Context: an optimization exercise on an open-source flow, tuned for small area. The choices shown serve that exercise and are no tape-out recipe.
In this exercise RTL edits were held to simulation tests only and were not proved equivalent to the original.
The clock input has no modelled driver; a real chip could not lean on it and would need a root buffer or a full tree.
No activity file was given, so power comes from the tool's default toggle rates.

== job 1810 ==
## watch_top
module watch_top(
    clk,
    reset,
	i_run_en,
	i_freq,
    o_sec,
    o_min,
    o_hour
    );
For scale: ~220 cells after synthesis.
Settings: LEC_CHECK=0, CAP_MARGIN=0, CORE_MARGIN=2, CORE_UTILIZATION=40, SLEW_MARGIN=0; clock period 10.0 ns.
standard.sh (not shown) runs the stock make flow with config.mk's settings and CLKGATE_MAP_FILE= SYNTH_SCRIPT=/design/flow/synth_recipe.tcl, a recipe that flattens the netlist after the stock synthesis.
==> flow/flow/run.sh <==
#!/bin/bash
# Standard synthesis; then the tick divider re-written as hand-mapped cells
# (proved equivalent to the standard netlist, else an abc area re-mapping is
# used); then the standard layout with small port buffers and a one-level
# clock tree (flow/cts_post.tcl replaces the tree that CTS builds).
set -euo pipefail
W=$PWD
RES=$W/orfs/results/$FLOW_PLATFORM/watch_top/base
LIB=$FLOW_HOME/platforms/$FLOW_PLATFORM/lib/sky130_fd_sc_hd__tt_025C_1v80.lib
sub() { sed -e "s#@LIB@#$LIB#g" -e "s#@TOP@#$FLOW_TOP#g" -e "s#@ABC@#$W/flow/area.abc#g" "$@"; }

# 1. the standard synthesis, unchanged
bash standard.sh $RES/1_2_yosys.v > $W/synth.log 2>&1
cp $RES/1_2_yosys.v $W/1_2_yosys_std.v

# 2. hand-mapped divider, checked against the standard netlist
ok=0
if python3 $W/flow/handmap.py $W/1_2_yosys_std.v $W/hand.v > $W/handmap.log 2>&1; then
  sub -e "s#@IN@#$W/hand.v#" -e "s#@STAT@#$W/hand_stat.txt#" -e "s#@OUT@#$W/hand_mapped.v#" \
    $W/flow/map.ys.in > $W/map.ys
  sub -e "s#@GOLD@#$W/1_2_yosys_std.v#" -e "s#@GATE@#$W/hand_mapped.v#" $W/flow/eq.ys.in > $W/eq.ys
  if yosys -s $W/map.ys > $W/map.log 2>&1 && yosys -s $W/eq.ys > $W/eq.log 2>&1; then
    ok=1
  fi
fi
if [ $ok = 1 ]; then
  echo "using the hand-mapped netlist" > $W/netlist_choice.txt
  cp $W/hand_mapped.v $RES/1_2_yosys.v
else
  echo "using the abc re-mapped netlist" > $W/netlist_choice.txt
  seq=$(grep -o 'sky130_fd_sc_hd__[a-z0-9]*_[0-9]*' $W/1_2_yosys_std.v | sort -u | grep -E '__(df|edf|sdf|dl)' || true)
  bb=""; for c in $seq; do bb="$bb blackbox $c;"; done
  sub -e "s#@BLACKBOX@#$bb#" -e "s#@IN@#$W/1_2_yosys_std.v#" -e "s#@STAT@#$W/resyn_stat.txt#" \
    -e "s#@OUT@#$RES/1_2_yosys.v#" $W/flow/resyn.ys.in > $W/resyn.ys
  yosys -s $W/resyn.ys > $W/resyn.log 2>&1
fi

# 3. the standard layout from the new netlist
bash standard.sh finish \
  BUFFER_PORTS_ARGS="-buffer_cell sky130_fd_sc_hd__buf_1" \
  CTS_ARGS="-sink_clustering_enable -repair_clock_nets -dont_use_dummy_load -buf_list sky130_fd_sc_hd__clkbuf_8 -root_buf sky130_fd_sc_hd__clkbuf_8" \
  POST_CTS_TCL=$W/flow/cts_post.tcl \
  > $W/layout.log 2>&1
==> flow/flow/cts_post.tcl <==
# Replace the clock tree that CTS built with one level of clock buffers:
# the flip-flops are split into cts_k groups along the longer side of their
# bounding box, and each group gets one buffer at its centre. The clock port
# then drives only these buffers.
set cts_k 3
set cts_cell sky130_fd_sc_hd__clkbuf_8
set old {}
foreach b [get_cells -quiet clkbuf_*] { lappend old [get_full_name $b] }
puts "cts_post: removing [llength $old] CTS buffers: $old"
set ninst_before [llength [[ord::get_db_block] getInsts]]
if { [llength $old] > 0 } { remove_buffers {*}$old }
if { [llength [[ord::get_db_block] getInsts]] != $ninst_before - [llength $old] } {
  error "cts_post: removing the CTS buffers removed other cells too"
}
set dbu [[ord::get_db_tech] getDbUnitsPerMicron]
set pts {}
foreach i [[ord::get_db_block] getInsts] {
  set net [$i findITerm CLK]
  if { $net == "NULL" } { continue }
  if { ![string match "sky130_fd_sc_hd__df*" [[$i getMaster] getName]] } { continue }
  set bb [$i getBBox]
  lappend pts [list [$i getName] [expr {([$bb xMin] + [$bb xMax]) / 2.0 / $dbu}] \
    [expr {([$bb yMin] + [$bb yMax]) / 2.0 / $dbu}]]
}
set xs [lsort -real [lmap p $pts {lindex $p 1}]]
set ys [lsort -real [lmap p $pts {lindex $p 2}]]
set ax [expr {([lindex $xs end] - [lindex $xs 0]) >= ([lindex $ys end] - [lindex $ys 0]) ? 1 : 2}]
set pts [lsort -real -index $ax $pts]
set n [llength $pts]
for {set g 0} {$g < $cts_k} {incr g} {
  set lo [expr {$g * $n / $cts_k}]
  set hi [expr {($g + 1) * $n / $cts_k - 1}]
  set pins {}; set sx 0; set sy 0
  foreach p [lrange $pts $lo $hi] {
    lappend pins [get_pins -of_objects [get_cells [lindex $p 0]] -filter "name == CLK"]
    set sx [expr {$sx + [lindex $p 1]}]
    set sy [expr {$sy + [lindex $p 2]}]
  }
  set m [expr {$hi - $lo + 1}]
  insert_buffer -buffer_cell $cts_cell -net clk -load_pins $pins \
    -buffer_name clkbuf_leaf_$g -net_name clknet_leaf_$g \
    -location [list [expr {$sx / $m}] [expr {$sy / $m}]]

}
foreach g [get_nets clknet_leaf_*] {
  [[ord::get_db_block] findNet [get_full_name $g]] setSigType CLOCK
}
detailed_placement
estimate_parasitics -placement
set worst 0
foreach p [get_pins -of_objects [get_cells -filter "ref_name =~ sky130_fd_sc_hd__df*"] -filter "name == CLK"] {
  set s [get_property $p slew_max]
  if { $s > $worst } { set worst $s }
}
puts "cts_post: [llength [get_pins -of_objects [get_nets clk]]] pins on clk, worst flip-flop clock slew $worst"
report_checks -path_delay min -digits 3 -format end
report_checks -path_delay max -digits 3 -format end
Other scripts of this flow, unchanged in this note and not shown: flow/flow/area.abc, flow/flow/eq.ys.in, flow/flow/handmap.py, flow/flow/map.ys.in, flow/flow/resyn.ys.in
Modified inputs, job 8376 compared to job 1810
Settings: changing CAP_MARGIN from 0 to 20; changing SLEW_MARGIN from 0 to 20.
diff --git a/flow/flow/cts_post.tcl b/flow/flow/cts_post.tcl
--- a/flow/flow/cts_post.tcl
+++ b/flow/flow/cts_post.tcl
@@ -1,3 +1,3 @@
 # Replace the clock tree that CTS built with one level of clock buffers:
-# the flip-flops are split into cts_k groups along the longer side of their
+# the flip-flops are split into CTS_K groups along the longer side of their
 # bounding box, and each group gets one buffer at its centre. The clock port
@@ -9,7 +9,3 @@
 puts "cts_post: removing [llength $old] CTS buffers: $old"
-set ninst_before [llength [[ord::get_db_block] getInsts]]
-if { [llength $old] > 0 } { remove_buffers {*}$old }
-if { [llength [[ord::get_db_block] getInsts]] != $ninst_before - [llength $old] } {
-  error "cts_post: removing the CTS buffers removed other cells too"
-}
+if { [llength $old] > 0 } { remove_buffers $old }
 set dbu [[ord::get_db_tech] getDbUnitsPerMicron]
[summary]
Compared with job 1810, job 8376 ends up with a smaller final cell area.
Changes observed in job 8376 relative to job 1810: setup slack of the critical path after layout up 0.14 ns, global-route met3 utilization picked up an extra 1.7 points.
Between job 1810 and job 8376, the flow reports first-pass GRT wire length decreasing slightly.
Comparing job 8376 and job 1810, the lower worst-case vdd ir drop was measured on job 8376.
| sink count of the clock tree | job 1810 vs job 8376 | ≈ equal |
Changes observed in job 8376 relative to job 1810: overall track demand over capacity in global routing went down 0.18 points; buffers plus inverters on the worst setup path went down 1; final net count went down 16%; power share of the combinational group went down 1.9 points.
For job 2440, these inputs were changed with respect to job 8376:
diff --git a/flow/flow/cts_post.tcl b/flow/flow/cts_post.tcl
--- a/flow/flow/cts_post.tcl
+++ b/flow/flow/cts_post.tcl
@@ -1,3 +1,3 @@
 # Replace the clock tree that CTS built with one level of clock buffers:
-# the flip-flops are split into CTS_K groups along the longer side of their
+# the flip-flops are split into cts_k groups along the longer side of their
 # bounding box, and each group gets one buffer at its centre. The clock port
@@ -9,3 +9,7 @@
 puts "cts_post: removing [llength $old] CTS buffers: $old"
-if { [llength $old] > 0 } { remove_buffers $old }
+set ninst_before [llength [[ord::get_db_block] getInsts]]
+if { [llength $old] > 0 } { remove_buffers {*}$old }
+if { [llength [[ord::get_db_block] getInsts]] != $ninst_before - [llength $old] } {
+  error "cts_post: removing the CTS buffers removed other cells too"
+}
 set dbu [[ord::get_db_tech] getDbUnitsPerMicron]
==> comparison <==
The higher standby leakage power of job 8376 and job 2440 is in job 2440. Compared with job 8376, job 2440 shows a lower sequential share of layout area. Switching power as a share of total power was higher in the run labelled job 2440. Routed length on met2, job 2440 vs job 8376: up by a few percent.

-- re-timing with driven ports --
Ports are ideal in the flow. The routed layouts listed here were re-timed in OpenROAD. Step 1 assumes that a clkbuf_16 drives the clock port and a buf_2 every other input. Step 2, shift: input delay + t, output delay - t, t = (earliest + latest rising clock arrival at the registers) / 2. This alone moves slack from input paths to output paths. Slacks: ideal / step 1 / step 2; pairs: ideal / step 1.
run | t (ns) | slack for setup (ns) | clock arrival spread, ns | pins driven straight from the clock port
job 1810 | 0.197 | 3.475 / 3.491 / 3.295 | 0.007 / 0.007 | 3
job 8376 | 0.197 | 3.611 / 3.595 / 3.398 | 0.008 / 0.007 | 3
job 2440 | 0.197 | 3.475 / 3.491 / 3.295 | 0.007 / 0.007 | 3
After both steps every run listed still meets setup and hold. For job 8376, which loses most, drivers alone change the setup slack by -0.016 ns; drivers and shift together by -0.213 ns.
